Context: an optimization exercise on an open-source flow, tuned for small area. The choices shown serve that exercise and are no tape-out recipe.
Function was checked by simulation only, so behaviour that the tests miss may differ from the original.
No run shown here takes its clock network from TritonCTS; it comes from the design's own scripts or RTL.
No driver is modelled on the clock port, so clock power and skew are understated where the tree is cut down; a real chip needs a root buffer or a tree.
Power is estimated from default activity; no workload was simulated.

==> flow/design.v (outline; a module is shown in full before it is edited, if it fits) <==
// module sin_quarter: 277 lines
// module ecg_table: 704 lines
// module wave_wrapper: 159 lines
// module rca: 18 lines
// module shifter: 14 lines
module wave_wrapper(
 input clk,
 input rst,
 input enable,
 input [2:0] wave_in_wrapper,
 input [2:0] amp_wrapper,
 input [1:0] dc_wrapper,
 input [1:0] sel_f_wrapper,
 input [1:0] noise_sel,
 input [2:0] noise_amp,
 output [23:0] wave_out
);
  // ...
==> flow/flow/run.sh <==
#!/bin/bash
# Layout flow: the standard ORFS flow (standard.sh) with three changes,
# made in a copy of the ORFS scripts:
#  - synthesis uses flow/abc_area.script as its ABC script (area-oriented
#    mapping of the logic between the registers; the registers themselves
#    are the standard synthesis's, untouched);
#  - port buffers use the smallest buffer cell;
#  - the clock tree is built by flow/clock_tree.tcl (four clock buffers,
#    each driving one quarter of the flip-flops) in place of TritonCTS; the
#    rest of the CTS step (timing repair, legalisation) is ORFS's.
# make's output goes to flow_make.log; each ORFS step logs to orfs/logs/.
set -euo pipefail
here=$(pwd)
rm -rf "$here/scripts"
cp -r "$FLOW_HOME/scripts" "$here/scripts"
cp "$here/flow/abc_area.script" "$here/scripts/abc_area.script"
cp "$here/flow/clock_tree.tcl" "$here/scripts/clock_tree.tcl"
grep -q 'log_cmd clock_tree_synthesis {\*}$cts_args' "$here/scripts/cts.tcl"
sed -i 's|log_cmd clock_tree_synthesis {\*}$cts_args|source $::env(SCRIPTS_DIR)/clock_tree.tcl|' "$here/scripts/cts.tcl"
bash standard.sh SCRIPTS_DIR="$here/scripts" \
  "BUFFER_PORTS_ARGS=-buffer_cell sky130_fd_sc_hd__buf_1" \
  finish > "$here/flow_make.log" 2>&1
==> flow/flow/abc_area.script <==
strash
&get -n
&deepsyn -T 200
&dch
&nf -p -R 1000 -F 8 -C 32
&put
topo
==> flow/flow/clock_tree.tcl <==
set ctb_leaf_cell sky130_fd_sc_hd__clkbuf_16
set ctb_root_cell sky130_fd_sc_hd__clkbuf_8
if {![info exists ctb_nx]} { set ctb_nx 2 }
if {![info exists ctb_ny]} { set ctb_ny 2 }
if {![info exists ctb_nroot]} { set ctb_nroot 2 }
set ctb_block [ord::get_db_block]
set ctb_dbu [$ctb_block getDbUnitsPerMicron]

# the clock net: the net on the flip-flops' clock pins, driven by a port
set ctb_net ""
foreach inst [$ctb_block getInsts] {
  set it [$inst findITerm CLK]
  if {$it ne "NULL" && $it ne ""} {
    set n [$it getNet]
    if {$n ne "NULL" && [llength [$n getBTerms]] > 0} { set ctb_net $n; break }
  }
}
if {$ctb_net eq ""} { error "clock_tree: no clock net found" }
set ctb_clk [$ctb_net getName]

set ctb_sinks {}
foreach it [$ctb_net getITerms] {
  set inst [$it getInst]
  set bb [$inst getBBox]
  lappend ctb_sinks [list [expr {([$bb xMin] + [$bb xMax]) / 2}] \
    [expr {([$bb yMin] + [$bb yMax]) / 2}] \
    "[$inst getName]/[[$it getMTerm] getName]"]
}
puts "clock_tree: [llength $ctb_sinks] sinks on $ctb_clk"

# split a list of {x y ...} into k parts of equal size, sorted by index idx
proc ctb_split {items k idx} {
  set s [lsort -integer -index $idx $items]
  set n [llength $s]
  set parts {}
  for {set i 0} {$i < $k} {incr i} {
    lappend parts [lrange $s [expr {$i * $n / $k}] [expr {($i + 1) * $n / $k - 1}]]
  }
  return $parts
}
proc ctb_centre {items dbu} {
  set sx 0; set sy 0
  foreach s $items { set sx [expr {$sx + [lindex $s 0]}]; set sy [expr {$sy + [lindex $s 1]}] }
  return [list [expr {double($sx) / [llength $items] / $dbu}] [expr {double($sy) / [llength $items] / $dbu}]]
}

set ctb_groups {}
foreach col [ctb_split $ctb_sinks $ctb_nx 0] {
  foreach grp [ctb_split $col $ctb_ny 1] { if {[llength $grp] > 0} { lappend ctb_groups $grp } }
}
set ctb_leaves {}
set ctb_i 0
foreach grp $ctb_groups {
  set pins {}
  foreach s $grp { lappend pins [sta::find_pin [lindex $s 2]] }
  set pins [lsearch -all -inline -not -exact $pins NULL]
  if {[llength $pins] != [llength $grp]} {
    error "clock_tree: found [llength $pins] of [llength $grp] clock pins"
  }
  set c [ctb_centre $grp $ctb_dbu]
  puts "clock_tree: leaf $ctb_i drives [llength $grp] sinks at $c"
  insert_buffer -buffer_cell $ctb_leaf_cell -net $ctb_clk -load_pins $pins \
    -location $c -buffer_name ctb_leaf_$ctb_i -net_name ctb_leafnet_$ctb_i
  set li [$ctb_block findInst ctb_leaf_$ctb_i]
  if {$li eq "NULL"} {
    foreach inst [$ctb_block getInsts] {
      if {[string match ctb_leaf_${ctb_i}* [$inst getName]]} { set li $inst }
    }
  }
  set x [expr {round([lindex $c 0] * $ctb_dbu)}]
  set y [expr {round([lindex $c 1] * $ctb_dbu)}]
  lappend ctb_leaves [list $x $y "[$li getName]/A"]
  incr ctb_i
}
if {[llength $ctb_leaves] > 4} {
  set ctb_j 0
  foreach part [ctb_split $ctb_leaves $ctb_nroot 0] {
    set pins {}
    foreach s $part { lappend pins [sta::find_pin [lindex $s 2]] }
    set c [ctb_centre $part $ctb_dbu]
    puts "clock_tree: root $ctb_j drives [llength $part] leaf buffers at $c"
    insert_buffer -buffer_cell $ctb_root_cell -net $ctb_clk -load_pins $pins \
      -location $c -buffer_name ctb_root_$ctb_j -net_name ctb_rootnet_$ctb_j
    incr ctb_j
  }
}
foreach n [$ctb_block getNets] {
  if {[string match ctb_* [$n getName]] || [$n getName] eq $ctb_clk} { $n setSigType CLOCK }
}
set ctb_left [llength [$ctb_net getITerms]]
puts "clock_tree: the clock port now drives $ctb_left cell pins"
if {$ctb_left > 4} { error "clock_tree: the clock port still drives $ctb_left pins" }
==> flow/standard.sh <==
#!/bin/bash
# synth_recipe.tcl (not shown) runs the flow's synth.tcl, then flattens the netlist and writes it again
# the make line also repeats each setting of config.mk as NAME=value (left out here)
make -C /OpenROAD-flow-scripts/flow DESIGN_CONFIG=/design/flow/config.mk WORK_HOME=/design/flow/orfs CLKGATE_MAP_FILE= SYNTH_SCRIPT=/design/flow/synth_recipe.tcl "${@:-finish}"
==> flow/config.mk <==
export PLATFORM = sky130hd
export DESIGN_NAME = wave_wrapper
export DESIGN_NICKNAME = wave_wrapper
export VERILOG_FILES = /design/flow/design.v
export SDC_FILE = /design/flow/constraint.sdc
export NUM_CORES = 8
export LEC_CHECK = 0
export ABC_AREA = 1
export CAP_MARGIN = 20
export CORE_MARGIN = 2
export CORE_UTILIZATION = 40
export GPL_TIMING_DRIVEN = 0
export SLEW_MARGIN = 20
==> flow/constraint.sdc <==
create_clock -name core_clock -period 10.0 [get_ports {clk}]
set_input_delay 2.0000 -clock core_clock [delete_from_list [all_inputs] [get_ports {clk}]]
set_output_delay 2.0000 -clock core_clock [all_outputs]
set_load 0.01 [all_outputs]
==> run notes, run 1 <==
- Outcome: no timing/DRC/antenna violations
- Worst-path maximum fanout: 28
- DRT met1 WL: 14400 µm
- Layout area overhead: 8.96%
- Area share of the largest cell type after synthesis: 24.4%
- VDD IR-drop max: 83.8 µV
- R2r startpoint: aqq[0]
- Synth Instances: between 1000 and 1500
- Reg2Reg Capture Point: lo_r[8]
- Synth Area in XOR/XNOR: 2.89%
- Grt met3 use: 4.52%
- Starting Density: 40.5%
- Hold path endpoint: r2
- Number of synthesized flops with an enable pin: 0
- Critical path startpoint category: flop
- Hold path start: r1
- Switching fraction of total power: 24.3%
- Fill count: about 2200
- Port Buffer Count: 41
- Largest net degree at the start of global routing: 40
- Overall Power: between 700 and 800 µW
- Top delay family on crit path: adder cells
- Fin. max-slew vios: 0
- Switching pwr: 176 µW
- Cells after DPL: 1458
- Count of cell types in the netlist: 58
- N_diodes: 0
- Nets@finish: roughly 1300
- Final TNS setup: 0 ns
- Fin area: 0.00957 mm²
- WL met2: 14200 µm
- Number of vias per cell: roughly 6.7
- Main power group: sequential cells
- Leading cell kind: multi-input combinational cells
- Most instantiated library cell after synthesis: nand2_1
- Largest family of logic cells by synthesized area: compound AO/OA/AOI/OAI gates
- RSZ-0062 raised after global routing: no
- Simple-Gate Fraction of Synth Area: 24.0%
==> inputs of run 2 (changes only) <==
==> flow/flow/abc_area.script (replaced) <==
strash
&get -n
&deepsyn -T 200
&dc2
&dch
&nf -p -R 1000 -F 8 -C 32
&put
topo
==> run notes, run 2 <==
- Ys Warns: 1 (unchanged)
- Outcome: no timing/DRC/antenna violations (unchanged)
- Starting Density: 40.5% (about the same)
- GRT Util Overall: 27.7% (was 28.0%)
- Total number of vias: 9847 (was 9810)
- Arrival @ worst endpoint: 9.51 ns (was 9.66 ns)
- Final setup viols: 0 (unchanged)
- Most instantiated library cell after synthesis: nand2_1 (unchanged)
- Final Hold Fails: 0 (unchanged)
- Reg2Reg Capture Point: lo_r[8] (unchanged)
- Max incr delay on CP: 0.62 ns (was 0.59 ns)
- Fin crit period: 9.46 ns (was 9.60 ns)
- Max-cap viol count: 0 (unchanged)
- Die area: 0.0232 mm² (about the same)
- Most used cell, CP: fa_1 (unchanged)
- Clock slew at reported path FFs: 0.10 ns (was 0.11 ns)
- Post-Syn Area: 0.00879 mm² (was 0.00878 mm²)
- Global-route congestion overflow total: 0 (unchanged)
- Hold crit path type: reg2reg (unchanged)
- First drt pass iteration count: 8 (unchanged)
- Worst Path Buf+Inv: 6 (was 7)
- Hold path start: r1 (unchanged)
- Sequential area share after synthesis: 24.4% (about the same)
- R2r worst-path depth: 30 (unchanged)
- Register-to-register setup slack: 0.54 ns (was 0.40 ns)
- R2r startpoint: aqq[0] (unchanged)
- CP max-delay cell: dfxtp_4 (was o41ai_1)
- Nets@finish: 1295 (was 1282)
- Post-Syn Nets: 1239 (was 1225)
- Area share of the largest cell type after synthesis: 24.4% (about the same)
- GP Congestion: 1.05 (was 1.03)
- Post-DP HPWL: 24900 µm (was 24800 µm)
- Number of vias per cell: 6.66 (was 6.70)
- Clock skew: 0.00834 ns (was 0.0113 ns)
- WL per Instance: 22.6 µm (was 22.9 µm)
- Tcrit/Tclk final: 94.6% (was 96.0%)
- Most common cell after layout, fill and taps aside: nand2_1 (unchanged)
- Place WS: 0.267 ns (was -0.0989 ns)
- Share of flip-flops with an asynchronous set or reset: 0% (unchanged)
- Die Y: 152 µm (about the same)
- Clk Latency, worst-skew pair: 0.16 ns (was 0.17 ns)
- Maximum clock rate: 0.106 GHz (was 0.104 GHz)
- CTS Hold Bufs: 0 (unchanged)
- Setup ws final: 0.537 ns (was 0.402 ns)
- Core Rows: 54 (unchanged)
- Port Buffer Count: 41 (unchanged)
- Worst Tran Pin Value: 1.09 ns (was 1.19 ns)
- Critical path startpoint category: flop (unchanged)
- Number of synthesized flops with an enable pin: 0 (unchanged)
- Largest cells by area after synthesis: dfxtp_1 24%, fa_1 8.9%, nand2_1 6.9%, nor2_1 5.5%, ha_1 5.4% (was dfxtp_1 24%, fa_1 8.9%, nand2_1 6.0%, nor2_1 5.8%, ha_1 5.4%)
- Drt drc: 0 (unchanged)
- Worst-path maximum fanout: 31 (was 28)
- VDD IR-drop max: 81.2 µV (was 83.8 µV)
- Final TNS setup: 0 ns (unchanged)
- #FFs+latches synth: 107 (unchanged)
- Static leakage: 0.00337 µW (was 0.00344 µW)
- Avg Synthesized Cell Area: 7.68 µm² (was 7.77 µm²)
- Vias in the first global route: 9007 (was 9305)
- Slew margin rel.: 25.2% (was 18.6%)
- First-pass GRT wire length: 52500 µm (was 53400 µm)
- Layout area overhead: 9.11% (was 8.96%)
- Fin area: 0.00959 mm² (was 0.00957 mm²)
- Area leader, netlist: dfxtp_1 (unchanged)
- Post-synth top cells: 161 x nand2_1, 128 x nor2_1, 107 x dfxtp_1 (was 140 x nand2_1, 136 x nor2_1, 107 x dfxtp_1)
- N_diodes: 0 (unchanged)
- Hold path endpoint: r2 (unchanged)
- RSZ-0062 raised after global routing: no (unchanged)
- Top Ports: 42 (unchanged)
- Largest net degree at the start of global routing: 39 (was 40)
- WS Path Type: reg2reg (unchanged)
- Antenna-violating nets left: 0 (unchanged)
- Drt first-iter violations: 1503 (was 1458)
- Top delay family on crit path: adder cells (unchanged)
- Critical Path RT: 10.05 ns (was 10.06 ns)
- Initial antenna violation count: 0 (unchanged)
- P per Cell Area: 75.1 mW/mm² (was 75.7 mW/mm²)
- Dpl cell area: 0.00948 mm² (was 0.00944 mm²)
- Count of cell types in the netlist: 60 (was 58)
- Layout cells sized above 1: 3.17% (was 3.12%)
- Worst setup EP type: flop (unchanged)
- Die Span X: 152 µm (about the same)
- Fin. max-slew vios: 0 (unchanged)
- Main synth FF type: dfxtp_1 (unchanged)
- Core Area: 0.0217 mm² (unchanged)
- Commonest cells after routing, fill and taps aside: 161 x nand2_1, 128 x nor2_1, 101 x dfxtp_1 (was 140 x nand2_1, 136 x nor2_1, 102 x dfxtp_1)
- Worst hold path cell count: 0 (unchanged)
- Synth Instances: 1144 (was 1130)
- Final WL: 33400 µm (was 33600 µm)
run 2: cell count changes in the layout (fill, tap and decap cells not counted), sizes merged, moves of 5 or more:
cell	change
a21oi	+7
a311oi	-6
and2	+6
and3	-12
nand2	+21
nand3	+16
nor2	-8
nor4	-5
o32ai	-5
or3	+8
run 2: layout make-up:
type	count	area, µm²
fillers	2266	12100
multi-input cells	969	6450
flip-flops and latches	107	2150
well taps	280	350
repair buffers	50	267
inverters	63	236
plain buffers	5	37.5
run 2: cell families (layout without fill, tap and decap cells):
logic type               Yosys count  count (layout)  synth area share (%)
adder cells (fa/ha/maj)           77              77                  14.3
AND/OR/NAND/NOR                  478             478                  25.1
XOR/XNOR                          29              29                  2.89
buffers and inverters             68             122                  3.12
AO/OA/AOI/OAI                    385             385                  30.2
flip-flops                       107             107                  24.4
run 2: worst register-to-register path, delay by kind of cell, from the launching register on:
family,cells,cell delay (ns)
compound gates,5,1.38
xor+xnor,1,0.42
fa+ha+maj,11,4.23
buf+inv,6,1.42
flops,1,0.62
simple gates,7,1.26
run 2: timing repair:
action,in CTS,in global routing
gates resized for setup,0,3
setup endpoints to repair,0,3
buffers inserted,0,0
run 2: worst max-delay path by stage:
stage	slack, ns	end	start	depth (start not counted)
floorplan	1.16	lo_r[8]	aqq[0]	32
global placement	-2.15	lo_r[8]	aqq[0]	32
detailed placement	0.27	lo_r[8]	aqq[1]	29
CTS	0.24	lo_r[8]	aqq[1]	29
global route	0.17	lo_r[8]	aqq[0]	30
finish	0.54	lo_r[8]	aqq[0]	30
run 2: routing by layer:
| layer | track usage, % | vias up | share of wire (%) |
|---|---|---|---|
| met5 | 0 | - | 0 |
| met4 | 9.84 | 0 | 4.5 |
| met3 | 4.41 | 134 | 10 |
| met2 | 42.2 | 646 | 43 |
| met1 | 39.8 | 4621 | 42 |
| li1 | - | 4446 | - |
run 2: per-stage QoR:
stage | util, % | cells | total power, µW | hold slack (ns)
2_1_floorplan | - | 1144 | 517 | 0.325
3_3_place_gp | 42.8 | 1465 | 547 | 0.337
3_5_place_dp | 43.7 | 1474 | 550 | 0.338
4_1_cts | 44.2 | 1478 | 688 | 0.340
5_1_grt | 44.2 | 1478 | 753 | 0.366
6_report | 44.2 | 1478 | 720 | 0.356
run 2: power breakdown:
part           internal, µW  leakage (µW)  switching [µW]
Clock                  73.9     0.0000493             106
Combinational          32.4       0.00245            57.6
Sequential              442      0.000877            8.26
==> inputs of run 3 (changes only) <==
==> flow/flow/abc_area.script (replaced) <==
strash
&get -n
&deepsyn -T 200
&dch
&nf -p -R 1000 -F 8 -C 32
&put
topo
--- a/flow/config.mk
+++ b/flow/config.mk
@@ -6,8 +6,8 @@
 export NUM_CORES = 8
 export LEC_CHECK = 0
 export ABC_AREA = 1
-export CAP_MARGIN = 20
+export CAP_MARGIN = 0
 export CORE_MARGIN = 2
 export CORE_UTILIZATION = 40
 export GPL_TIMING_DRIVEN = 0
-export SLEW_MARGIN = 20
+export SLEW_MARGIN = 0
==> run notes, run 3 <==
- Outcome: no timing/DRC/antenna violations (unchanged)
- Vias in the first global route: 9103 (was 9007)
- Core Area: 0.0217 mm² (unchanged)
- Synth Area in XOR/XNOR: 2.89% (about the same)
- CTS Hold Bufs: 0 (unchanged)
- Count of cell types in the netlist: 58 (was 60)
- Fin crit period: 9.73 ns (was 9.46 ns)
- Crit path from: aqq[1] (was aqq[0])
- Layout cells sized above 1: 2.21% (was 3.17%)
- R2r startpoint: aqq[1] (was aqq[0])
- Compound-Gate Fraction of Synth Area: 31.2% (was 30.2%)
- Post-synth top cells: 140 x nand2_1, 136 x nor2_1, 107 x dfxtp_1 (was 161 x nand2_1, 128 x nor2_1, 107 x dfxtp_1)
- Switching fraction of total power: 24.3% (was 23.9%)
- Internal power: 548 µW (about the same)
- Number of synthesized flops with an enable pin: 0 (unchanged)
- Setup ws final: 0.273 ns (was 0.537 ns)
- Slew margin rel.: 6.23% (was 25.2%)
- GRT Util Overall: 27.8% (was 27.7%)
- P per Cell Area: 76.4 mW/mm² (was 75.1 mW/mm²)
- Setup Buffers After CTS: 0 (unchanged)
- Max incr delay on CP: 1.09 ns (was 0.62 ns)
- End of the critical path: lo_r[8] (unchanged)
- Antenna-violating nets left: 0 (unchanged)
- Die Y: 152 µm (about the same)
- Arrival @ worst endpoint: 9.79 ns (was 9.51 ns)
- Mux contribution to synthesized area: 0.114% (was 0%)
- Max-cap viol count: 0 (unchanged)
- First-pass GRT wire length: 52800 µm (was 52500 µm)
- Clock slew at reported path FFs: 0.11 ns (was 0.10 ns)
- Layout area overhead: 7.90% (was 9.11%)
- Maximum clock rate: 0.103 GHz (was 0.106 GHz)
- Final Hold Fails: 0 (unchanged)
- Static leakage: 0.00339 µW (was 0.00337 µW)
- GP Congestion: 1.03 (was 1.05)
- Most instantiated library cell after synthesis: nand2_1 (unchanged)
- Post-Syn Area: 0.00878 mm² (was 0.00879 mm²)
- Initial antenna violation count: 0 (unchanged)
- Final TNS setup: 0 ns (unchanged)
- Most used cell, CP: fa_1 (unchanged)
- Synth Area in Adders: 14.3% (about the same)
- Switching pwr: 176 µW (was 172 µW)
- Final WL: 33500 µm (was 33400 µm)
- Synth Instances: 1130 (was 1144)
- Largest cells by area after synthesis: dfxtp_1 24%, fa_1 8.9%, nand2_1 6.0%, nor2_1 5.8%, ha_1 5.4% (was dfxtp_1 24%, fa_1 8.9%, nand2_1 6.9%, nor2_1 5.5%, ha_1 5.4%)
- Die area: 0.0232 mm² (about the same)
- Final setup viols: 0 (unchanged)
- Critical path startpoint category: flop (unchanged)
- Power share of the combinational group: 12.3% (was 12.5%)
- Port Buffer Count: 41 (unchanged)
- Main synth FF type: dfxtp_1 (unchanged)
- Most common cell after layout, fill and taps aside: nand2_1 (unchanged)
- Top Ports: 42 (unchanged)
- Clock skew: 0.0128 ns (was 0.00834 ns)
- Worst-path maximum fanout: 24 (was 31)
- Power share of the sequential group: 62.2% (was 62.5%)
- Die Span X: 152 µm (about the same)
- N_diodes: 0 (unchanged)
- Tcrit/Tclk final: 97.3% (was 94.6%)
- Global-route congestion overflow total: 0 (unchanged)
- Core Rows: 54 (unchanged)
- Post-DP HPWL: 24500 µm (was 24900 µm)
- Final core utilization: 43.7% (was 44.2%)
- Avg Synthesized Cell Area: 7.77 µm² (was 7.68 µm²)
- Clock network power share: 25.5% (was 25.0%)
- Largest family of logic cells by synthesized area: compound AO/OA/AOI/OAI gates (unchanged)
- Critical Path RT: 10.06 ns (was 10.05 ns)
- #FFs+latches synth: 107 (unchanged)
- Reg2Reg Capture Point: lo_r[8] (unchanged)
- R2r worst-path depth: 28 (was 30)
- Starting Density: 40.5% (about the same)
- Largest net degree at the start of global routing: 42 (was 39)
- CP max-delay cell: xor2_1 (was dfxtp_4)
- Worst setup EP type: flop (unchanged)
- Register-to-register setup slack: 0.27 ns (was 0.54 ns)
- Commonest cells after routing, fill and taps aside: 140 x nand2_1, 136 x nor2_1, 102 x dfxtp_1 (was 161 x nand2_1, 128 x nor2_1, 101 x dfxtp_1)
- Post-Syn Nets: 1225 (was 1239)
- Dpl cell area: 0.00936 mm² (was 0.00948 mm²)
- Place WS: -0.360 ns (was 0.267 ns)
- Fin area: 0.00948 mm² (was 0.00959 mm²)
- Drt drc: 0 (unchanged)
- Ys Warns: 1 (unchanged)
- First drt pass iteration count: 12 (was 8)
- Nets@finish: 1276 (was 1295)
- Area leader, netlist: dfxtp_1 (unchanged)
- RSZ-0062 raised after global routing: no (unchanged)
- WL per Instance: 22.9 µm (was 22.6 µm)
- Share of flip-flops with an asynchronous set or reset: 0% (unchanged)
- Worst Tran Pin Value: 1.37 ns (was 1.09 ns)
- Fin. max-slew vios: 0 (unchanged)
- Simple-Gate Fraction of Synth Area: 24.0% (was 25.1%)
- Clk Latency, worst-skew pair: 0.17 ns (was 0.16 ns)
- WS Path Type: reg2reg (unchanged)
- Sequential area share after synthesis: 24.4% (about the same)
- VDD IR-drop max: 84.9 µV (was 81.2 µV)
- Hold crit path type: reg2reg (unchanged)
- Number of vias per cell: 6.72 (was 6.66)
- Total number of vias: 9804 (was 9847)
- Area share of the largest cell type after synthesis: 24.4% (about the same)
- Drt first-iter violations: 1471 (was 1503)
-- run 3: logic make-up after synthesis --
family,Yosys count
compound gates,394
xor+xnor,29
mux,1
fa+ha+maj,77
flops,107
simple gates,454
buf+inv,68
-- run 3: critical path: cells and delay by family, from the launching register on --
family	cells	cell delay, ns
adder cells (fa/ha/maj)	10	3.86
AND/OR/NAND/NOR	6	1.51
AO/OA/AOI/OAI	6	1.43
XOR/XNOR	2	1.34
buffers and inverters	4	0.72
flip-flops	1	0.72
-- run 3: layer usage --
layer / track usage (%) / wire, µm / vias to the layer above
li1: - / - / 4405
met1: 40.8 / 14200 / 4612
met2: 41.5 / 14200 / 671
met3: 4.92 / 3700 / 116
met4: 8.54 / 1300 / 0
met5: 0 / 0 / -
-- run 3: power by group through the flow --
| stage | registers (µW) | clock network, µW | logic, µW |
|---|---|---|---|
| 2_1_floorplan | 460 | 0 | 56.9 |
| 3_3_place_gp | 460 | 0 | 86.9 |
| 3_5_place_dp | 460 | 0 | 89.0 |
| 4_1_cts | 461 | 137 | 89.5 |
| 5_1_grt | 453 | 207 | 100 |
| 6_report | 451 | 185 | 89.0 |
-- run 3: how the worst min path moves through the flow --
stage,end,depth (start not counted),from
floorplan,c2,0,c1
global placement,r2,0,r1
detailed placement,r2,0,r1
CTS,r2,0,r1
global route,r2,0,r1
finish,r2,0,r1
-- run 3: stage by stage --
| step | cells | total power, µW | hold slack [ns] |
|---|---|---|---|
| 3_5_place_dp | 1455 | 549 | 0.360 |
| 6_report | 1459 | 725 | 0.368 |
| 5_1_grt | 1459 | 760 | 0.386 |
| 3_3_place_gp | 1451 | 547 | 0.364 |
| 4_1_cts | 1459 | 687 | 0.361 |
| 2_1_floorplan | 1130 | 517 | 0.325 |
-- run 3: area by class of cell --
cell class	instances	area, µm²
plain buffers	5	37.5
fillers	2214	12200
inverters	63	240
multi-input cells	955	6390
flip-flops and latches	107	2150
well taps	280	350
repair buffers	45	208
-- run 3: what timing repair did --
| action | 4_1_cts | 5_1_grt |
|---|---|---|
| endpoints found under the setup margin | 3 | 5 |
| hold endpoints to repair | 0 | 0 |
| resized for setup | 1 | 3 |
==> inputs of run 4 (changes only) <==
--- a/flow/config.mk
+++ b/flow/config.mk
@@ -8,6 +8,6 @@
 export ABC_AREA = 1
 export CAP_MARGIN = 0
 export CORE_MARGIN = 2
-export CORE_UTILIZATION = 40
+export CORE_UTILIZATION = 60
 export GPL_TIMING_DRIVEN = 0
 export SLEW_MARGIN = 0
==> run notes, run 4 <==
- Clock skew: 0.0165 ns (was 0.0128 ns)
- Die Span X: 125 µm (was 152 µm)
- Synth Instances: 1130 (unchanged)
- CP max-delay cell: dfxtp_1 (was xor2_1)
- Fin crit period: 9.51 ns (was 9.73 ns)
- Post-Syn Area: 0.00878 mm² (unchanged)
- WL met2: 12900 µm (was 14200 µm)
- Tcrit/Tclk final: 95.1% (was 97.3%)
- Number of synthesized flops with an enable pin: 0 (unchanged)
- Most instantiated library cell after synthesis: nand2_1 (unchanged)
- Drt drc: 0 (unchanged)
- Post-Syn Nets: 1225 (unchanged)
- N_diodes: 0 (unchanged)
- Area of the multi-input gates: 0.00639 mm² (about the same)
- Max incr delay on CP: 1.34 ns (was 1.09 ns)
- Largest cells by area after synthesis: dfxtp_1 24%, fa_1 8.9%, nand2_1 6.0%, nor2_1 5.8%, ha_1 5.4% (unchanged)
- Drt first-iter violations: 2630 (was 1471)
- Final WL: 31600 µm (was 33500 µm)
- Fail Reasons: max-capacitance violations, max-slew violations
- GRT Util Overall: 39.0% (was 27.8%)
- Area share of the largest cell type after synthesis: 24.4% (unchanged)
- P per Cell Area: 77.1 mW/mm² (was 76.4 mW/mm²)
- Nets@finish: 1274 (was 1276)
- RSZ-0062 raised after global routing: no (unchanged)
- GP Congestion: 1.10 (was 1.03)
- Arrival @ worst endpoint: 9.57 ns (was 9.79 ns)
- Vias in the first global route: 9501 (was 9103)
- First drt pass iteration count: 12 (unchanged)
- Critical path startpoint category: flop (unchanged)
- Setup Buffers After CTS: 0 (unchanged)
- Fill count: 1255 (was 2214)
- First-pass GRT wire length: 50500 µm (was 52800 µm)
- Number of vias per cell: 7.48 (was 6.72)
- Largest net degree at the start of global routing: 43 (was 42)
- Global-route congestion overflow total: 0 (unchanged)
- DR WL met3: 4410 µm (was 3700 µm)
- Worst setup EP type: flop (unchanged)
- Storage cell area: 0.00215 mm² (about the same)
- Critical Path RT: 10.06 ns (about the same)
- Final Hold Fails: 0 (unchanged)
- VDD IR-drop max: 120 µV (was 84.9 µV)
- Port Buffer Count: 41 (unchanged)
- Total number of vias: 10200 (was 9804)
- Final setup viols: 0 (unchanged)
- Layout area overhead: 6.25% (was 7.90%)
- Starting Density: 60.9% (was 40.5%)
- Fin. max-slew vios: 39 (was 0)
- Hold crit path type: reg2reg (unchanged)
- #FFs+latches synth: 107 (unchanged)
- Core Area: 0.0144 mm² (was 0.0217 mm²)
- Area leader, netlist: dfxtp_1 (unchanged)
- WL per Instance: 23.2 µm (was 22.9 µm)
- WS Path Type: reg2reg (unchanged)
- Post-DP HPWL: 22800 µm (was 24500 µm)
- Count of cell types in the netlist: 58 (unchanged)
- Maximum clock rate: 0.105 GHz (was 0.103 GHz)
- Layout cells sized above 1: 1.87% (was 2.21%)
- Max layer used: met4 (unchanged)
- Clk Latency, worst-skew pair: 0.17 ns (about the same)
- Ys Warns: 1 (unchanged)
- Place WS: -0.417 ns (was -0.360 ns)
- DRT met1 WL: 11900 µm (was 14200 µm)
- Setup ws final: 0.489 ns (was 0.273 ns)
- Share of flip-flops with an asynchronous set or reset: 0% (unchanged)
- Core Rows: 44 (was 54)
- Commonest cells after routing, fill and taps aside: 140 x nand2_1, 136 x nor2_1, 103 x dfxtp_1 (was 140 x nand2_1, 136 x nor2_1, 102 x dfxtp_1)
- Top Ports: 42 (unchanged)
- Slew margin rel.: -0.401% (was 6.23%)
- Static leakage: 0.00339 µW (about the same)
- Sequential area share after synthesis: 24.4% (unchanged)
- Outcome: complete, but fails checks (was no timing/DRC/antenna violations)
- Max-cap viol count: 1 (was 0)
- Avg Synthesized Cell Area: 7.77 µm² (unchanged)
- Post-Layout Cell Count: 1361 (was 1459)
- Cells after DPL: 1356 (was 1455)
- Most common cell after layout, fill and taps aside: nand2_1 (unchanged)
- Clock slew at reported path FFs: 0.11 ns (about the same)
- Main synth FF type: dfxtp_1 (unchanged)
- Most used cell, CP: fa_1 (unchanged)
- Die area: 0.0156 mm² (was 0.0232 mm²)
- Antenna-violating nets left: 0 (unchanged)
- Worst-path maximum fanout: 38 (was 24)
- Die Y: 125 µm (was 152 µm)
- Worst Tran Pin Value: 1.50 ns (was 1.37 ns)
- Post-synth top cells: 140 x nand2_1, 136 x nor2_1, 107 x dfxtp_1 (unchanged)
- CTS Hold Bufs: 0 (unchanged)
- Initial antenna violation count: 0 (unchanged)
==> run 4: cells by family (layout without fill, tap and decap cells) <==
kind of cell,after synthesis,count (layout),synth area share [%]
simple gates,454,454,24.0
compound gates,394,394,31.2
flops,107,107,24.4
fa+ha+maj,77,77,14.3
buf+inv,68,115,3.12
xor+xnor,29,29,2.89
mux,1,1,0.114
==> run 4: final timing paths <==
path / startpoint / to / slack (ns) / depth (start not counted)
setup / recovery: aqq[4] / lo_r[8] / 0.49 / 29
hold / removal: r1 / r2 / 0.36 / 0
setup reg to reg: aqq[4] / lo_r[8] / 0.49 / 29
hold reg to reg: r1 / r2 / 0.36 / 0
==> run 4: where the power goes <==
group	internal [µW]	switching (µW)
Combinational	31.8	58.0
Sequential	442	9.07
Clock	73.8	105
==> run 4: final cells by class <==
type | instances | area share [%]
multi-input combinational | 955 | 68.5
sequential | 107 | 23.0
inverter | 63 | 2.69
tap | 184 | 2.47
timing repair buffer | 43 | 1.85
buffer | 5 | 0.402
==> run 4: what timing repair did <==
item | in CTS | in global routing
cloned | 0 | 0
endpoints found under the setup margin | 3 | 5
pin swaps | 0 | 0
gates resized for setup | 2 | 3
hold endpoints to repair | 0 | 0
==> run 4: per-stage QoR <==
stage	instance area, µm²	total power (µW)	setup TNS, ns	hold WS (ns)	utilization [%]
2_1_floorplan	8780	517	0	0.325	-
3_3_place_gp	9170	544	-10.89	0.336	63.6
3_5_place_dp	9200	548	-0.727	0.343	63.8
4_1_cts	9300	687	0	0.341	64.5
5_1_grt	9330	748	0	0.363	64.7
6_report	9330	719	0	0.356	64.7
==> run 4: critical path, delay by kind of cell, from the launching register on <==
family	cells	cell delay [ns]
AO/OA/AOI/OAI	6	1.27
AND/OR/NAND/NOR	8	1.46
XOR/XNOR	1	0.29
adder cells (fa/ha/maj)	10	3.91
flip-flops	1	1.34
buffers and inverters	4	1.12
==> run 4: per-layer routing <==
layer	up-vias	GRT usage, %
met5	-	0
met4	0	17.7
met3	275	9.54
met2	933	59.3
met1	4551	52.7
li1	4418	-
==> inputs of run 5 (changes only) <==
==> flow/flow/run.sh (replaced) <==
#!/bin/bash
# Layout flow: the standard ORFS flow (standard.sh) with these changes,
# made in copies of the ORFS scripts:
#  - synthesis uses flow/abc_area.script as its ABC script (ABC's &deepsyn
#    and area-oriented mapping of the logic between the registers; the
#    registers are the standard synthesis's, untouched).  &deepsyn is
#    randomised: synthesis runs once per seed (NSYN seeds, in parallel, each
#    in its own work folder syn_<seed>/) and the smallest netlist is kept;
#  - port buffers use the smallest buffer cell;
#  - the clock tree is built by flow/clock_tree.tcl (four clock buffers,
#    each driving one quarter of the flip-flops) in place of TritonCTS; the
#    rest of the CTS step (timing repair, legalisation) is ORFS's.
# Each make's output goes to a log in this folder (synth_<seed>.log,
# flow_make.log); each ORFS step logs to <work folder>/logs/.
set -euo pipefail
here=$(pwd)
NSYN=4
prep_scripts() {
  rm -rf "$1"
  cp -r "$FLOW_HOME/scripts" "$1"
  sed "s/@SEED@/$2/" "$here/flow/abc_area.script" > "$1/abc_area.script"
  cp "$here/flow/clock_tree.tcl" "$1/clock_tree.tcl"
  grep -q 'log_cmd clock_tree_synthesis {\*}$cts_args' "$1/cts.tcl"
  sed -i 's|log_cmd clock_tree_synthesis {\*}$cts_args|source $::env(SCRIPTS_DIR)/clock_tree.tcl|' "$1/cts.tcl"
}
pids=()
for s in $(seq 1 $NSYN); do
  prep_scripts "$here/scripts_$s" "$s"
  bash standard.sh WORK_HOME="$here/syn_$s" SCRIPTS_DIR="$here/scripts_$s" synth \
    > "$here/synth_$s.log" 2>&1 &
  pids+=($!)
done
for p in "${pids[@]}"; do wait "$p" || true; done
best=""; best_area=""
for s in $(seq 1 $NSYN); do
  rpt="$here/syn_$s/reports/$FLOW_PLATFORM/wave_wrapper/base/synth_stat.txt"
  [[ -f "$here/syn_$s/results/$FLOW_PLATFORM/wave_wrapper/base/1_synth.odb" && -f "$rpt" ]] || continue
  a=$(sed -n "s/.*Chip area for module.*: \([0-9.]*\).*/\1/p" "$rpt" | tail -1)
  echo "seed $s: synthesis area $a" | tee -a "$here/synth_choice.log"
  if [[ -z "$best" ]] || awk -v a="$a" -v b="$best_area" 'BEGIN{exit !(a < b)}'; then
    best=$s; best_area=$a
  fi
done
[[ -n "$best" ]]
echo "kept seed $best ($best_area)" | tee -a "$here/synth_choice.log"
mkdir -p "$here/orfs"
cp -a "$here/syn_$best/." "$here/orfs/"
bash standard.sh SCRIPTS_DIR="$here/scripts_$best" \
  "BUFFER_PORTS_ARGS=-buffer_cell sky130_fd_sc_hd__buf_1" \
  finish > "$here/flow_make.log" 2>&1
==> flow/flow/abc_area.script (replaced) <==
strash
&get -n
&deepsyn -T 200 -S @SEED@
&dch
&nf -p -R 1000 -F 8 -C 32
&put
topo
--- a/flow/config.mk
+++ b/flow/config.mk
@@ -6,8 +6,8 @@
 export NUM_CORES = 8
 export LEC_CHECK = 0
 export ABC_AREA = 1
-export CAP_MARGIN = 0
+export CAP_MARGIN = 20
 export CORE_MARGIN = 2
 export CORE_UTILIZATION = 60
 export GPL_TIMING_DRIVEN = 0
-export SLEW_MARGIN = 0
+export SLEW_MARGIN = 20
==> run notes, run 5 <==
- Outcome: no timing/DRC/antenna violations (was complete, but fails checks)
- Sequential area share after synthesis: 24.7% (was 24.4%)
- Die Y: 124 µm (was 125 µm)
- Post-DP HPWL: 22500 µm (was 22800 µm)
- WP depth: 27 (was 29)
- Core Area: 0.0140 mm² (was 0.0144 mm²)
- Post-synth top cells: 149 x nand2_1, 107 x dfxtp_1, 99 x nor2_1 (was 140 x nand2_1, 136 x nor2_1, 107 x dfxtp_1)
- Post-Syn Area: 0.00866 mm² (was 0.00878 mm²)
- Final Hold Fails: 0 (unchanged)
- Ys Warns: 1 (unchanged)
- Max-cap viol count: 0 (was 1)
- Largest cells by area after synthesis: dfxtp_1 25%, fa_1 9.0%, nand2_1 6.5%, ha_1 5.5%, o21ai_0 5.0% (was dfxtp_1 24%, fa_1 8.9%, nand2_1 6.0%, nor2_1 5.8%, ha_1 5.4%)
- CP max-delay cell: dfxtp_2 (was dfxtp_1)
- Clock slew at reported path FFs: 0.10 ns (was 0.11 ns)
- Maximum clock rate: 0.106 GHz (was 0.105 GHz)
- Critical path startpoint category: flop (unchanged)
- Critical Path RT: 10.05 ns (was 10.06 ns)
- Main synth FF type: dfxtp_1 (unchanged)
- Clock skew: 0.0115 ns (was 0.0165 ns)
- RSZ-0062 raised after global routing: no (unchanged)
- Worst setup EP type: flop (unchanged)
- Count of cell types in the netlist: 63 (was 58)
- Hold WS: 0.360 ns (was 0.356 ns)
- Worst-path maximum fanout: 28 (was 38)
- R2r worst-path depth: 27 (was 29)
- Starting Density: 61.9% (was 60.9%)
- Static leakage: 0.00333 µW (was 0.00339 µW)
- Number of synthesized flops with an enable pin: 0 (unchanged)
- Area leader, netlist: dfxtp_1 (unchanged)
- Most used cell, CP: fa_1 (unchanged)
- Fin. max-slew vios: 0 (was 39)
- Post-Syn Nets: 1195 (was 1225)
- End of the critical path: hp_r[8] (was lo_r[8])
- Layout cells sized above 1: 3.03% (was 1.87%)
- Total number of vias: 10100 (was 10200)
- Drt first-iter violations: 2490 (was 2630)
- Clk Latency, worst-skew pair: 0.17 ns (about the same)
- Reg2Reg Capture Point: hp_r[8] (was lo_r[8])
- Post-Layout Cell Count: 1336 (was 1361)
- WS Path Type: reg2reg (unchanged)
- WL per Instance: 23.5 µm (was 23.2 µm)
- Initial antenna violation count: 1 (was 0)
- Layout area overhead: 7.27% (was 6.25%)
- Die Span X: 124 µm (was 125 µm)
- Antenna-violating nets left: 0 (unchanged)
- Cells after DPL: 1328 (was 1356)
- Core Rows: 43 (was 44)
- Global-route congestion overflow total: 0 (unchanged)
- Worst Path Buf+Inv: 3 (was 4)
- VDD IR-drop max: 138 µV (was 120 µV)
- Drt drc: 0 (unchanged)
- Final WL: 31400 µm (was 31600 µm)
- Final setup viols: 0 (unchanged)
- Die area: 0.0154 mm² (was 0.0156 mm²)
- P per Cell Area: 77.8 mW/mm² (was 77.1 mW/mm²)
- Crit path from: aqq[1] (was aqq[4])
- Synth Instances: 1100 (was 1130)
- Slew margin rel.: 19.4% (was -0.401%)
- Hold crit path type: reg2reg (unchanged)
- Arrival @ worst endpoint: 9.44 ns (was 9.57 ns)
- Worst Tran Pin Value: 1.21 ns (was 1.50 ns)
- Top delay family on crit path: adder cells (unchanged)
- Tcrit/Tclk final: 94.0% (was 95.1%)
- GP Congestion: 1.10 (about the same)
- Max incr delay on CP: 0.77 ns (was 1.34 ns)
- Commonest cells after routing, fill and taps aside: 149 x nand2_1, 102 x dfxtp_1, 97 x nor2_1 (was 140 x nand2_1, 136 x nor2_1, 103 x dfxtp_1)
- Share of flip-flops with an asynchronous set or reset: 0% (unchanged)
- Most common cell after layout, fill and taps aside: nand2_1 (unchanged)
- Register-to-register setup slack: 0.60 ns (was 0.49 ns)
- #FFs+latches synth: 107 (unchanged)
- Nets@finish: 1252 (was 1274)
- Vias in the first global route: 9211 (was 9501)
- Number of vias per cell: 7.52 (was 7.48)
- Top Ports: 42 (unchanged)
- First-pass GRT wire length: 48500 µm (was 50500 µm)
- Largest net degree at the start of global routing: 40 (was 43)
- Most instantiated library cell after synthesis: nand2_1 (unchanged)
- R2r startpoint: aqq[1] (was aqq[4])
- First drt pass iteration count: 11 (was 12)
- Area share of the largest cell type after synthesis: 24.7% (was 24.4%)
- GRT Util Overall: 39.9% (was 39.0%)
- Avg Synthesized Cell Area: 7.87 µm² (was 7.77 µm²)
- Fin crit period: 9.40 ns (was 9.51 ns)
- Port Buffer Count: 41 (unchanged)
[run 5: logic make-up after synthesis]
family | count (synthesis) | share of synthesized area [%]
simple gates | 425 | 23.1
compound gates | 395 | 31.6
flops | 107 | 24.7
fa+ha+maj | 77 | 14.5
buf+inv | 68 | 3.16
xor+xnor | 28 | 2.83
[run 5: cell type report]
class                           count  area [µm²]
Timing Repair Buffer               51         250
Sequential cell                   107        2150
Antenna cell                        1        2.50
Tap cell                          180         225
Inverter                           63         241
Multi-Input combinational cell    925        6280
Buffer                              5        37.5
Fill cell                        1218        4700
[run 5: layer usage]
| metal | global-route usage, % | vias up | routed length, µm |
|---|---|---|---|
| li1 | - | 4317 | - |
| met1 | 52.3 | 4566 | 11700 |
| met2 | 60.7 | 906 | 13300 |
| met3 | 12.3 | 262 | 4200 |
| met4 | 16.9 | 0 | 2160 |
| met5 | 0 | - | 0 |
[run 5: worst min-delay path by stage]
stage / to / cells after the start / slack [ns] / startpoint
6_report: r2 / 0 / 0.36 / r1
5_1_grt: r2 / 0 / 0.36 / r1
4_1_cts: r2 / 0 / 0.34 / r1
3_5_place_dp: r2 / 0 / 0.35 / r1
3_3_place_gp: r2 / 0 / 0.34 / r1
2_1_floorplan: c2 / 0 / 0.32 / c1
[run 5: what timing repair did]
item | CTS | global route
hold buffers | 0 | 0
hold endpoints to repair | 0 | 0
endpoints found under the setup margin | 5 | 6
gates resized for setup | 1 | 2
setup buffers | 0 | 3
gates cloned | 0 | 0
[run 5: power by group]
group	internal, µW	leakage (µW)	switching, µW
Combinational	33.0	0.00240	59.3
Clock	73.8	0.0000493	105
Sequential	442	0.000877	9.44
Total	549	0.00333	174
[run 5: per-stage QoR]
stage | TNS (ns) | instance area, µm² | worst slack, ns | power (µW) | util (%)
after floorplan | 0 | 8660 | 1.51 | 518 | -
after global placement | -3.16 | 9040 | -0.716 | 544 | 64.6
after detailed placement | -0.869 | 9160 | -0.341 | 551 | 65.4
after CTS | 0 | 9260 | 0.0153 | 689 | 66.2
after global routing | 0 | 9290 | 0.236 | 750 | 66.4
final | 0 | 9290 | 0.604 | 722 | 66.4
==> inputs of run 6 (changes only) <==
--- a/flow/config.mk
+++ b/flow/config.mk
@@ -8,6 +8,6 @@
 export ABC_AREA = 1
 export CAP_MARGIN = 20
 export CORE_MARGIN = 2
-export CORE_UTILIZATION = 60
+export CORE_UTILIZATION = 50
 export GPL_TIMING_DRIVEN = 0
-export SLEW_MARGIN = 20
+export SLEW_MARGIN = 10
==> run notes, run 6 <==
- Vias in the first global route: 8653 (was 9211)
- #FFs+latches synth: 107 (unchanged)
- Core Rows: 48 (was 43)
- Clk Latency, worst-skew pair: 0.17 ns (about the same)
- Largest net degree at the start of global routing: 39 (was 40)
- Avg Synthesized Cell Area: 7.87 µm² (unchanged)
- Nets@finish: 1258 (was 1252)
- Layout area overhead: 8.96% (was 7.27%)
- Final Hold Fails: 0 (unchanged)
- Final setup viols: 0 (unchanged)
- Ys Warns: 1 (unchanged)
- Slew margin rel.: 19.4% (about the same)
- Number of vias per cell: 7.02 (was 7.52)
- Static leakage: 0.00337 µW (was 0.00333 µW)
- Register-to-register setup slack: 0.28 ns (was 0.60 ns)
- RSZ-0062 raised after global routing: no (unchanged)
- Fin crit period: 9.72 ns (was 9.40 ns)
- Sequential area share after synthesis: 24.7% (unchanged)
- Top delay family on crit path: adder cells (unchanged)
- Antenna-violating nets left: 0 (unchanged)
- Die Y: 136 µm (was 124 µm)
- Total number of vias: 9734 (was 10100)
- P per Cell Area: 76.5 mW/mm² (was 77.8 mW/mm²)
- Initial antenna violation count: 0 (was 1)
- Die area: 0.0184 mm² (was 0.0154 mm²)
- Commonest cells after routing, fill and taps aside: 149 x nand2_1, 105 x dfxtp_1, 99 x nor2_1 (was 149 x nand2_1, 102 x dfxtp_1, 97 x nor2_1)
- CP max-delay cell: ha_1 (was dfxtp_2)
- Cells after DPL: 1378 (was 1328)
- Layout cells sized above 1: 2.93% (was 3.03%)
- Largest family of logic cells by synthesized area: compound AO/OA/AOI/OAI gates (unchanged)
- Tcrit/Tclk final: 97.2% (was 94.0%)
- Hold crit path type: reg2reg (unchanged)
- Number of synthesized flops with an enable pin: 0 (unchanged)
- Area share of the largest cell type after synthesis: 24.7% (unchanged)
- CTS Hold Bufs: 0 (unchanged)
- First drt pass iteration count: 10 (was 11)
- Critical path startpoint category: flop (unchanged)
- GP Congestion: 1.05 (was 1.10)
- N_diodes: 0 (was 1)
- Outcome: no timing/DRC/antenna violations (unchanged)
- Post-Syn Nets: 1195 (unchanged)
- Compound-Gate Fraction of Synth Area: 31.6% (unchanged)
- Port Buffer Count: 41 (unchanged)
- Clock slew at reported path FFs: 0.10 ns (about the same)
- Post-synth top cells: 149 x nand2_1, 107 x dfxtp_1, 99 x nor2_1 (unchanged)
- Fin area: 0.00944 mm² (was 0.00929 mm²)
- Mux contribution to synthesized area: 0% (unchanged)
- Core Area: 0.0171 mm² (was 0.0140 mm²)
- Synth Instances: 1100 (unchanged)
- Post-Layout Cell Count: 1386 (was 1336)
- Worst Path Buf+Inv: 4 (was 3)
- WL per Instance: 22.9 µm (was 23.5 µm)
- Post-DP HPWL: 23400 µm (was 22500 µm)
- Main synth FF type: dfxtp_1 (unchanged)
- Clock skew: 0.0119 ns (was 0.0115 ns)
- Final WL: 31700 µm (was 31400 µm)
- Worst-path maximum fanout: 17 (was 28)
- Share of flip-flops with an asynchronous set or reset: 0% (unchanged)
- Worst Tran Pin Value: 1.21 ns (about the same)
- Area leader, netlist: dfxtp_1 (unchanged)
- First-pass GRT wire length: 49100 µm (was 48500 µm)
- Maximum clock rate: 0.103 GHz (was 0.106 GHz)
- Count of cell types in the netlist: 63 (unchanged)
- Most used cell, CP: fa_1 (unchanged)
- Overall Power: 722 µW (about the same)
- Largest cells by area after synthesis: dfxtp_1 25%, fa_1 9.0%, nand2_1 6.5%, ha_1 5.5%, o21ai_0 5.0% (unchanged)
- Fin. max-slew vios: 0 (unchanged)
- GRT Util Overall: 33.5% (was 39.9%)
- Drt drc: 0 (unchanged)
- Worst setup EP type: flop (unchanged)
- Drt first-iter violations: 1599 (was 2490)
- Dpl cell area: 0.00928 mm² (was 0.00916 mm²)
- Max-cap viol count: 0 (unchanged)
- WS Path Type: reg2reg (unchanged)
- Arrival @ worst endpoint: 9.77 ns (was 9.44 ns)
- Synth Area in Adders: 14.5% (unchanged)
- Fill count: 1672 (was 1218)
- Most instantiated library cell after synthesis: nand2_1 (unchanged)
- Simple-Gate Fraction of Synth Area: 23.1% (unchanged)
- Die Span X: 136 µm (was 124 µm)
- Post-Syn Area: 0.00866 mm² (unchanged)
- Top Ports: 42 (unchanged)
- Most common cell after layout, fill and taps aside: nand2_1 (unchanged)
- Starting Density: 50.6% (was 61.9%)
- Global-route congestion overflow total: 0 (unchanged)
- Max incr delay on CP: 0.71 ns (was 0.77 ns)
- Synth Area in XOR/XNOR: 2.83% (unchanged)
- Critical Path RT: 10.05 ns (about the same)
- VDD IR-drop max: 104 µV (was 138 µV)
==> run 6: final timing paths <==
path / start / to / depth (start not counted)
max: aqq[1] / hp_r[8] / 28
min: r1 / r2 / 0
max reg2reg: aqq[1] / hp_r[8] / 28
min reg2reg: r1 / r2 / 0
==> run 6: what timing repair did <==
| item | CTS | global route |
|---|---|---|
| resized for setup | 0 | 2 |
| setup endpoints to repair | 0 | 6 |
| setup buffers | 0 | 3 |
==> run 6: layout make-up <==
type,count,area [µm²],area share (%)
multi-input combinational,925,6280,66.5
sequential,107,2150,22.7
timing repair buffer,57,353,3.74
tap,225,282,2.98
inverter,63,240,2.55
buffer,5,37.5,0.398
==> run 6: metal layers <==
layer	global-route usage [%]	part of all wire [%]	vias up
met4	10.1	4.4	0
li1	-	-	4340
met1	47.5	41	4495
met2	50.8	43	749
met3	7.52	12	150
met5	0	0	-
==> run 6: cell families after synthesis <==
family                     Yosys count
and+or+nand+nor                    425
AOI/OAI and AO/OA                  395
DFF                                107
adders and majority gates           77
xor gates and xnor gates            28
buffers and inverters               68
==> run 6: worst register-to-register path, delay by kind of cell, from the launching register on <==
family	cells	cell delay, ns
DFF	1	0.69
and+or+nand+nor	5	0.90
buffers and inverters	4	1.23
xor gates and xnor gates	1	0.47
AOI/OAI and AO/OA	7	1.88
adders and majority gates	11	4.43
==> run 6: where the power goes <==
part           switching (µW)  leakage, µW  total [µW]  internal (µW)
sequential               8.95     0.000875         451            442
combinational            56.7      0.00245        90.0           33.3
clock                     107    0.0000493         181           73.9
==> run 6: stage by stage <==
step	worst slack, ns	util, %	hold WS [ns]	TNS [ns]
global placement	-1.16	53.2	0.338	-6.95
finish	0.278	55.1	0.364	0
global route	0.00968	55.1	0.378	0
floorplan	1.51	-	0.325	0
CTS	0.0634	54.8	0.348	0
detailed placement	0.0782	54.2	0.348	0
==> inputs of run 7 (changes only) <==
--- a/flow/flow/run.sh
+++ b/flow/flow/run.sh
@@ -7,6 +7,9 @@
 #    randomised: synthesis runs once per seed (NSYN seeds, in parallel, each
 #    in its own work folder syn_<seed>/) and the smallest netlist is kept;
 #  - port buffers use the smallest buffer cell;
+#  - the repairs of max slew and capacitance aim at the limits themselves
+#    (no margin) up to clock tree synthesis, and 15% below them after
+#    global routing, whose parasitics are closer to the final ones;
 #  - the clock tree is built by flow/clock_tree.tcl (four clock buffers,
 #    each driving one quarter of the flip-flops) in place of TritonCTS; the
 #    rest of the CTS step (timing repair, legalisation) is ORFS's.
@@ -47,4 +50,7 @@
 cp -a "$here/syn_$best/." "$here/orfs/"
 bash standard.sh SCRIPTS_DIR="$here/scripts_$best" \
   "BUFFER_PORTS_ARGS=-buffer_cell sky130_fd_sc_hd__buf_1" \
-  finish > "$here/flow_make.log" 2>&1
+  CAP_MARGIN=0 SLEW_MARGIN=0 cts > "$here/flow_make.log" 2>&1
+bash standard.sh SCRIPTS_DIR="$here/scripts_$best" \
+  "BUFFER_PORTS_ARGS=-buffer_cell sky130_fd_sc_hd__buf_1" \
+  CAP_MARGIN=15 SLEW_MARGIN=15 finish >> "$here/flow_make.log" 2>&1
--- a/flow/config.mk
+++ b/flow/config.mk
@@ -8,6 +8,6 @@
 export ABC_AREA = 1
 export CAP_MARGIN = 20
 export CORE_MARGIN = 2
-export CORE_UTILIZATION = 50
+export CORE_UTILIZATION = 40
 export GPL_TIMING_DRIVEN = 0
-export SLEW_MARGIN = 10
+export SLEW_MARGIN = 20
==> run notes, run 7 <==
- Switching fraction of total power: 24.3% (was 23.9%)
- Final Hold Fails: 0 (unchanged)
- Largest cells by area after synthesis: dfxtp_1 25%, fa_1 9.0%, nand2_1 6.5%, ha_1 5.5%, o21ai_0 5.0% (unchanged)
- Clk Latency, worst-skew pair: 0.17 ns (about the same)
- Most instantiated library cell after synthesis: nand2_1 (unchanged)
- Clock network power share: 25.4% (was 25.0%)
- Dpl cell area: 0.00925 mm² (was 0.00928 mm²)
- Tcrit/Tclk final: 96.1% (was 97.2%)
- Die Span X: 151 µm (was 136 µm)
- Mux contribution to synthesized area: 0% (unchanged)
- Area share of the largest cell type after synthesis: 24.7% (unchanged)
- Cells after DPL: 1421 (was 1378)
- Post-Layout Cell Count: 1426 (was 1386)
- Total number of vias: 9590 (was 9734)
- Arrival @ worst endpoint: 9.67 ns (was 9.77 ns)
- Worst Tran Pin Value: 1.29 ns (was 1.21 ns)
- Final core utilization: 44.3% (was 55.1%)
- Post-DP HPWL: 24200 µm (was 23400 µm)
- Count of cell types in the netlist: 63 (unchanged)
- Layout cells sized above 1: 2.69% (was 2.93%)
- WL per Instance: 23.2 µm (was 22.9 µm)
- Synth Area in XOR/XNOR: 2.83% (unchanged)
- Largest family of logic cells by synthesized area: compound AO/OA/AOI/OAI gates (unchanged)
- Starting Density: 40.9% (was 50.6%)
- Setup ws final: 0.393 ns (was 0.278 ns)
- #FFs+latches synth: 107 (unchanged)
- Number of vias per cell: 6.73 (was 7.02)
- GP Congestion: 1.01 (was 1.05)
- GRT Util Overall: 28.4% (was 33.5%)
- Critical Path RT: 10.06 ns (was 10.05 ns)
- Clock slew at reported path FFs: 0.11 ns (was 0.10 ns)
- Cts repair resizes: 3 (was 0)
- Post-Syn Area: 0.00866 mm² (unchanged)
- Static leakage: 0.00331 µW (was 0.00337 µW)
- Power share of the combinational group: 12.4% (was 12.5%)
- Compound-Gate Fraction of Synth Area: 31.6% (unchanged)
- Port Buffer Count: 41 (unchanged)
- Maximum clock rate: 0.104 GHz (was 0.103 GHz)
- Die area: 0.0228 mm² (was 0.0184 mm²)
- Synth Area in Adders: 14.5% (unchanged)
- Area of the multi-input gates: 0.00628 mm² (about the same)
- Drt drc: 0 (unchanged)
- Synth Instances: 1100 (unchanged)
- Slew margin rel.: 13.5% (was 19.4%)
- Fill count: 2203 (was 1672)
- Antenna-violating nets left: 0 (unchanged)
- Place WS: -0.973 ns (was 0.0782 ns)
- Worst-path maximum fanout: 29 (was 17)
- Global-route congestion overflow total: 0 (unchanged)
- Storage cell area: 0.00215 mm² (about the same)
- Critical path startpoint category: flop (unchanged)
- Layout area overhead: 8.26% (was 8.96%)
- DRT met1 WL: 15000 µm (was 12900 µm)
- Avg Synthesized Cell Area: 7.87 µm² (unchanged)
- Sequential area share after synthesis: 24.7% (unchanged)
- Internal power: 549 µW (about the same)
- First-pass GRT wire length: 50900 µm (was 49100 µm)
- Most common cell after layout, fill and taps aside: nand2_1 (unchanged)
- Simple-Gate Fraction of Synth Area: 23.1% (unchanged)
- Hold crit path type: reg2reg (unchanged)
- Die Y: 151 µm (was 136 µm)
- Max-cap viol count: 0 (unchanged)
- First drt pass iteration count: 9 (was 10)
- Fin area: 0.00938 mm² (was 0.00944 mm²)
- DR WL met3: 3590 µm (was 3840 µm)
- N_diodes: 0 (unchanged)
- Fin crit period: 9.61 ns (was 9.72 ns)
- Initial antenna violation count: 0 (unchanged)
- Power share of the sequential group: 62.2% (was 62.5%)
- Core Rows: 53 (was 48)
- WL met2: 13300 µm (was 13600 µm)
- Number of synthesized flops with an enable pin: 0 (unchanged)
- WS Path Type: reg2reg (unchanged)
- Final WL: 33100 µm (was 31700 µm)
- Fin. max-slew vios: 0 (unchanged)
- Core Area: 0.0212 mm² (was 0.0171 mm²)
- Top Ports: 42 (unchanged)
- P per Cell Area: 77.4 mW/mm² (was 76.5 mW/mm²)
- Switching pwr: 176 µW (was 172 µW)
- Main synth FF type: dfxtp_1 (unchanged)
- RSZ-0062 raised after global routing: no (unchanged)
- VDD IR-drop max: 136 µV (was 104 µV)
- Share of flip-flops with an asynchronous set or reset: 0% (unchanged)
- Vias in the first global route: 8610 (was 8653)
- Worst setup EP type: flop (unchanged)
- Commonest cells after routing, fill and taps aside: 149 x nand2_1, 102 x dfxtp_1, 98 x nor2_1 (was 149 x nand2_1, 105 x dfxtp_1, 99 x nor2_1)
- Area leader, netlist: dfxtp_1 (unchanged)
- Final setup viols: 0 (unchanged)
- CTS Hold Bufs: 0 (unchanged)
- Ys Warns: 1 (unchanged)
- Post-Syn Nets: 1195 (unchanged)
- Clock skew: 0.0186 ns (was 0.0119 ns)
- Nets@finish: 1248 (was 1258)
- Max layer used: met4 (unchanged)
- Largest net degree at the start of global routing: 47 (was 39)
- Setup Buffers After CTS: 0 (unchanged)
- Drt first-iter violations: 1703 (was 1599)
- Outcome: no timing/DRC/antenna violations (unchanged)
- Post-synth top cells: 149 x nand2_1, 107 x dfxtp_1, 99 x nor2_1 (unchanged)
run 7: routing by layer:
metal,up-vias,global-route usage (%)
met5,-,0
met4,0,6.92
met3,125,4.88
met2,651,41.2
met1,4493,43.4
li1,4321,-
run 7: path summary, 6_finish.rpt:
| path | startpoint | to | slack [ns] | cells after the start |
|---|---|---|---|---|
| worst min register to register | r1 | r2 | 0.36 | 0 |
| worst max-delay path | aqq[2] | lo_r[8] | 0.39 | 25 |
| worst max register to register | aqq[2] | lo_r[8] | 0.39 | 25 |
| worst min-delay path | r1 | r2 | 0.36 | 0 |
run 7: worst max-delay path: stages (launching register included):
cell	delay (ns)
dfxtp_1	1.19
clkinv_1	0.84
nor2_1	1.13
nand2_1	0.39
o21ai_0	0.32
a221oi_1	0.15
a21oi_1	0.19
nor3_1	0.12
a22o_1	0.26
a221oi_1	0.31
a211oi_1	0.18
nor3_1	0.43
xnor2_1	0.22
a21oi_1	0.15
fa_1	0.48
fa_1	0.39
fa_1	0.40
fa_1	0.39
fa_1	0.40
fa_1	0.39
clkinv_1	0.07
fa_1	0.17
clkinv_1	0.08
fa_1	0.37
clkinv_1	0.07
fa_1	0.37
run 7: stage by stage:
stage | total power (µW) | TNS, ns | hold slack [ns]
2_1_floorplan | 518 | 0 | 0.325
3_3_place_gp | 548 | -9.56 | 0.347
3_5_place_dp | 550 | -4.87 | 0.340
4_1_cts | 688 | 0 | 0.344
5_1_grt | 761 | 0 | 0.375
6_report | 725 | 0 | 0.356
run 7: power groups by stage:
stage	combinational [µW]	clock (µW)	sequential [µW]
finish	89.9	184	451
global route	102	206	454
CTS	89.6	137	461
detailed placement	89.3	0	461
global placement	87.2	0	461
floorplan	57.4	0	461
run 7: final cells by class:
class	instances	share of cell area, %
plain buffers	5	0.400
inverters	63	2.59
multi-input cells	925	67.0
flip-flops and latches	107	22.9
well taps	275	3.67
repair buffers	47	2.39
run 7: kinds of logic (layout without fill, tap and decap cells):
kind of cell | Yosys count | in the layout
xor gates and xnor gates | 28 | 28
and+or+nand+nor | 425 | 425
buffers and inverters | 68 | 119
AOI/OAI and AO/OA | 395 | 395
DFF | 107 | 107
adders and majority gates | 77 | 77
==> inputs of run 8 (changes only) <==
--- a/flow/config.mk
+++ b/flow/config.mk
@@ -8,6 +8,6 @@
 export ABC_AREA = 1
 export CAP_MARGIN = 20
 export CORE_MARGIN = 2
-export CORE_UTILIZATION = 40
+export CORE_UTILIZATION = 55
 export GPL_TIMING_DRIVEN = 0
 export SLEW_MARGIN = 20
==> run notes, run 8 <==
- Post-DP HPWL: 21700 µm (was 24200 µm)
- Worst Tran Pin Value: 1.26 ns (was 1.29 ns)
- Critical Path RT: 10.05 ns (was 10.06 ns)
- WL per Instance: 22.1 µm (was 23.2 µm)
- Die Y: 129 µm (was 151 µm)
- Most instantiated library cell after synthesis: nand2_1 (unchanged)
- Core Area: 0.0153 mm² (was 0.0212 mm²)
- Switching fraction of total power: 23.6% (was 24.3%)
- Synth Area in XOR/XNOR: 2.83% (unchanged)
- Cells after DPL: 1356 (was 1421)
- Internal power: 548 µW (was 549 µW)
- R2r startpoint: aqq[2] (unchanged)
- Worst-path maximum fanout: 29 (unchanged)
- Fin. max-slew vios: 0 (unchanged)
- Sequential area share after synthesis: 24.7% (unchanged)
- Area share of the largest cell type after synthesis: 24.7% (unchanged)
- Max incr delay on CP: 1.17 ns (was 1.19 ns)
- Core Rows: 45 (was 53)
- Total number of vias: 9767 (was 9590)
- Clock skew: 0.00979 ns (was 0.0186 ns)
- Commonest cells after routing, fill and taps aside: 149 x nand2_1, 103 x dfxtp_1, 99 x nor2_1 (was 149 x nand2_1, 102 x dfxtp_1, 98 x nor2_1)
- Compound-Gate Fraction of Synth Area: 31.6% (unchanged)
- Initial antenna violation count: 0 (unchanged)
- Count of cell types in the netlist: 63 (unchanged)
- Share of flip-flops with an asynchronous set or reset: 0% (unchanged)
- P per Cell Area: 77.2 mW/mm² (was 77.4 mW/mm²)
- Synth Area in Adders: 14.5% (unchanged)
- Final Hold Fails: 0 (unchanged)
- Busiest grt layer: met2 (was met1)
- Critical path startpoint category: flop (unchanged)
- Power share of the sequential group: 62.9% (was 62.2%)
- Switching pwr: 169 µW (was 176 µW)
- Worst setup EP type: flop (unchanged)
- Top Ports: 42 (unchanged)
- Post-Layout Cell Count: 1361 (was 1426)
- Simple-Gate Fraction of Synth Area: 23.1% (unchanged)
- Worst hold path cell count: 0 (unchanged)
- GRT Util Overall: 35.3% (was 28.4%)
- CTS Hold Bufs: 0 (unchanged)
- Tcrit/Tclk final: 94.5% (was 96.1%)
- Final WL: 30100 µm (was 33100 µm)
- Drt drc: 0 (unchanged)
- VDD IR-drop max: 100 µV (was 136 µV)
- Largest family of logic cells by synthesized area: compound AO/OA/AOI/OAI gates (unchanged)
- Clock slew at reported path FFs: 0.10 ns (was 0.11 ns)
- Largest cells by area after synthesis: dfxtp_1 25%, fa_1 9.0%, nand2_1 6.5%, ha_1 5.5%, o21ai_0 5.0% (unchanged)
- Register-to-register setup slack: 0.55 ns (was 0.39 ns)
- First drt pass iteration count: 11 (was 9)
- Fin crit period: 9.45 ns (was 9.61 ns)
- Power share of the combinational group: 12.4% (about the same)
- N_diodes: 0 (unchanged)
- Avg Synthesized Cell Area: 7.87 µm² (unchanged)
- Clk Latency, worst-skew pair: 0.16 ns (was 0.17 ns)
- Layout area overhead: 7.31% (was 8.26%)
- Met1 Use GR: 50.0% (was 43.4%)
- Synth Instances: 1100 (unchanged)
- Overall Power: 718 µW (was 725 µW)
- Most used cell, CP: fa_1 (unchanged)
- Final setup viols: 0 (unchanged)
- Slew margin rel.: 15.8% (was 13.5%)
- Die Span X: 129 µm (was 151 µm)
- Port Buffer Count: 41 (unchanged)
- First-pass GRT wire length: 47300 µm (was 50900 µm)
- Vias in the first global route: 8661 (was 8610)
- Worst Path Buf+Inv: 4 (unchanged)
- Max-cap viol count: 0 (unchanged)
- R2r worst-path depth: 25 (unchanged)
- Starting Density: 56.6% (was 40.9%)
- Antenna-violating nets left: 0 (unchanged)
- Layout cells sized above 1: 2.52% (was 2.69%)
- Outcome: no timing/DRC/antenna violations (unchanged)
- Nets@finish: 1247 (was 1248)
- RSZ-0062 raised after global routing: no (unchanged)
- Post-Syn Nets: 1195 (unchanged)
- Top delay family on crit path: adder cells (unchanged)
- Mux contribution to synthesized area: 0% (unchanged)
- Hold WS: 0.355 ns (was 0.356 ns)
- Number of synthesized flops with an enable pin: 0 (unchanged)
- #FFs+latches synth: 107 (unchanged)
- Global-route congestion overflow total: 0 (unchanged)
- Post-Syn Area: 0.00866 mm² (unchanged)
- CP max-delay cell: dfxtp_1 (unchanged)
- GP Congestion: 1.09 (was 1.01)
- GR Util met2: 53.9% (was 41.2%)
- Hold path endpoint: r2 (unchanged)
- Most common cell after layout, fill and taps aside: nand2_1 (unchanged)
- Drt first-iter violations: 2077 (was 1703)
- Hold crit path type: reg2reg (unchanged)
- Largest net degree at the start of global routing: 48 (was 47)
- Ys Warns: 1 (unchanged)
- Post-synth top cells: 149 x nand2_1, 107 x dfxtp_1, 99 x nor2_1 (unchanged)
- Maximum clock rate: 0.106 GHz (was 0.104 GHz)
- Main synth FF type: dfxtp_1 (unchanged)
- Hold path start: r1 (unchanged)
- Die area: 0.0168 mm² (was 0.0228 mm²)
- Arrival @ worst endpoint: 9.51 ns (was 9.67 ns)
- Number of vias per cell: 7.18 (was 6.73)
- Grt met3 use: 7.51% (was 4.88%)
- Reg2Reg Capture Point: lo_r[8] (unchanged)
- Static leakage: 0.00331 µW (about the same)
- WS Path Type: reg2reg (unchanged)
- Clock network power share: 24.7% (was 25.4%)
- Area leader, netlist: dfxtp_1 (unchanged)
-- run 8: cell count changes in the layout (fill, tap and decap cells not counted), sizes merged --
cell | previous run | this run
clkinv | 62 | 63
buf | 51 | 50
clkinvlp | 1 | 0
-- run 8: cell families after synthesis --
family          after synthesis
xor+xnor                     28
flops                       107
simple gates                425
buf+inv                      68
compound gates              395
fa+ha+maj                    77
-- run 8: worst max-delay path by stage --
stage / from / depth (start not counted) / end
6_report: aqq[2] / 25 / lo_r[8]
3_3_place_gp: aqq[0] / 30 / lo_r[8]
5_1_grt: aqq[2] / 25 / lo_r[8]
4_1_cts: aqq[1] / 30 / lo_r[8]
3_5_place_dp: aqq[1] / 30 / lo_r[8]
2_1_floorplan: aqq[0] / 27 / lo_r[8]
-- run 8: power by group through the flow --
stage | Combinational [µW] | Sequential [µW] | Clock (µW)
floorplan | 57.4 | 461 | 0
global placement | 85.1 | 461 | 0
detailed placement | 88.6 | 461 | 0
CTS | 88.9 | 461 | 137
global route | 99.9 | 453 | 196
finish | 89.1 | 451 | 177
-- run 8: area by class of cell --
type | count | area, µm²
flip-flops and latches | 107 | 2150
repair buffers | 46 | 220
inverters | 63 | 239
plain buffers | 5 | 37.5
fillers | 1431 | 6020
multi-input cells | 925 | 6290
well taps | 211 | 264
-- run 8: worst reg2reg max path: stages (launching register included) --
cell and delay [ns]:
dfxtp_1 1.17, clkinv_1 0.78, nor2_1 1.16, nand2_1 0.41
o21ai_0 0.27, a221oi_1 0.13, a21oi_1 0.18, nor3_1 0.14
a22o_1 0.28, a221oi_1 0.28, a211oi_1 0.21, nor3_1 0.43
xnor2_1 0.22, a21oi_1 0.14, fa_1 0.48, fa_1 0.40
fa_1 0.40, fa_1 0.41, fa_1 0.39, fa_1 0.38
clkinv_1 0.07, fa_1 0.16, clkinv_1 0.07, fa_1 0.37
clkinv_1 0.07, fa_1 0.37
-- run 8: stage by stage --
step / utilization (%) / setup TNS (ns) / worst slack, ns / area (µm²)
3_3_place_gp: 59.3 / -5.91 / -1.09 / 9080
4_1_cts: 60.5 / 0 / 0.0646 / 9270
6_report: 60.7 / 0 / 0.546 / 9300
3_5_place_dp: 59.8 / -2.43 / -0.640 / 9170
2_1_floorplan: - / 0 / 1.51 / 8660
5_1_grt: 60.7 / 0 / 0.212 / 9300
-- run 8: what timing repair did --
action | in CTS | in global routing
resized for setup | 2 | 3
buffers inserted | 0 | 0
setup endpoints to repair | 7 | 6
-- run 8: per-layer routing --
layer  up-vias  share of wire [%]
met5         -                  0
met4         0                5.8
met1      4403                 40
li1       4309                  -
met2       838                 41
met3       217                 13
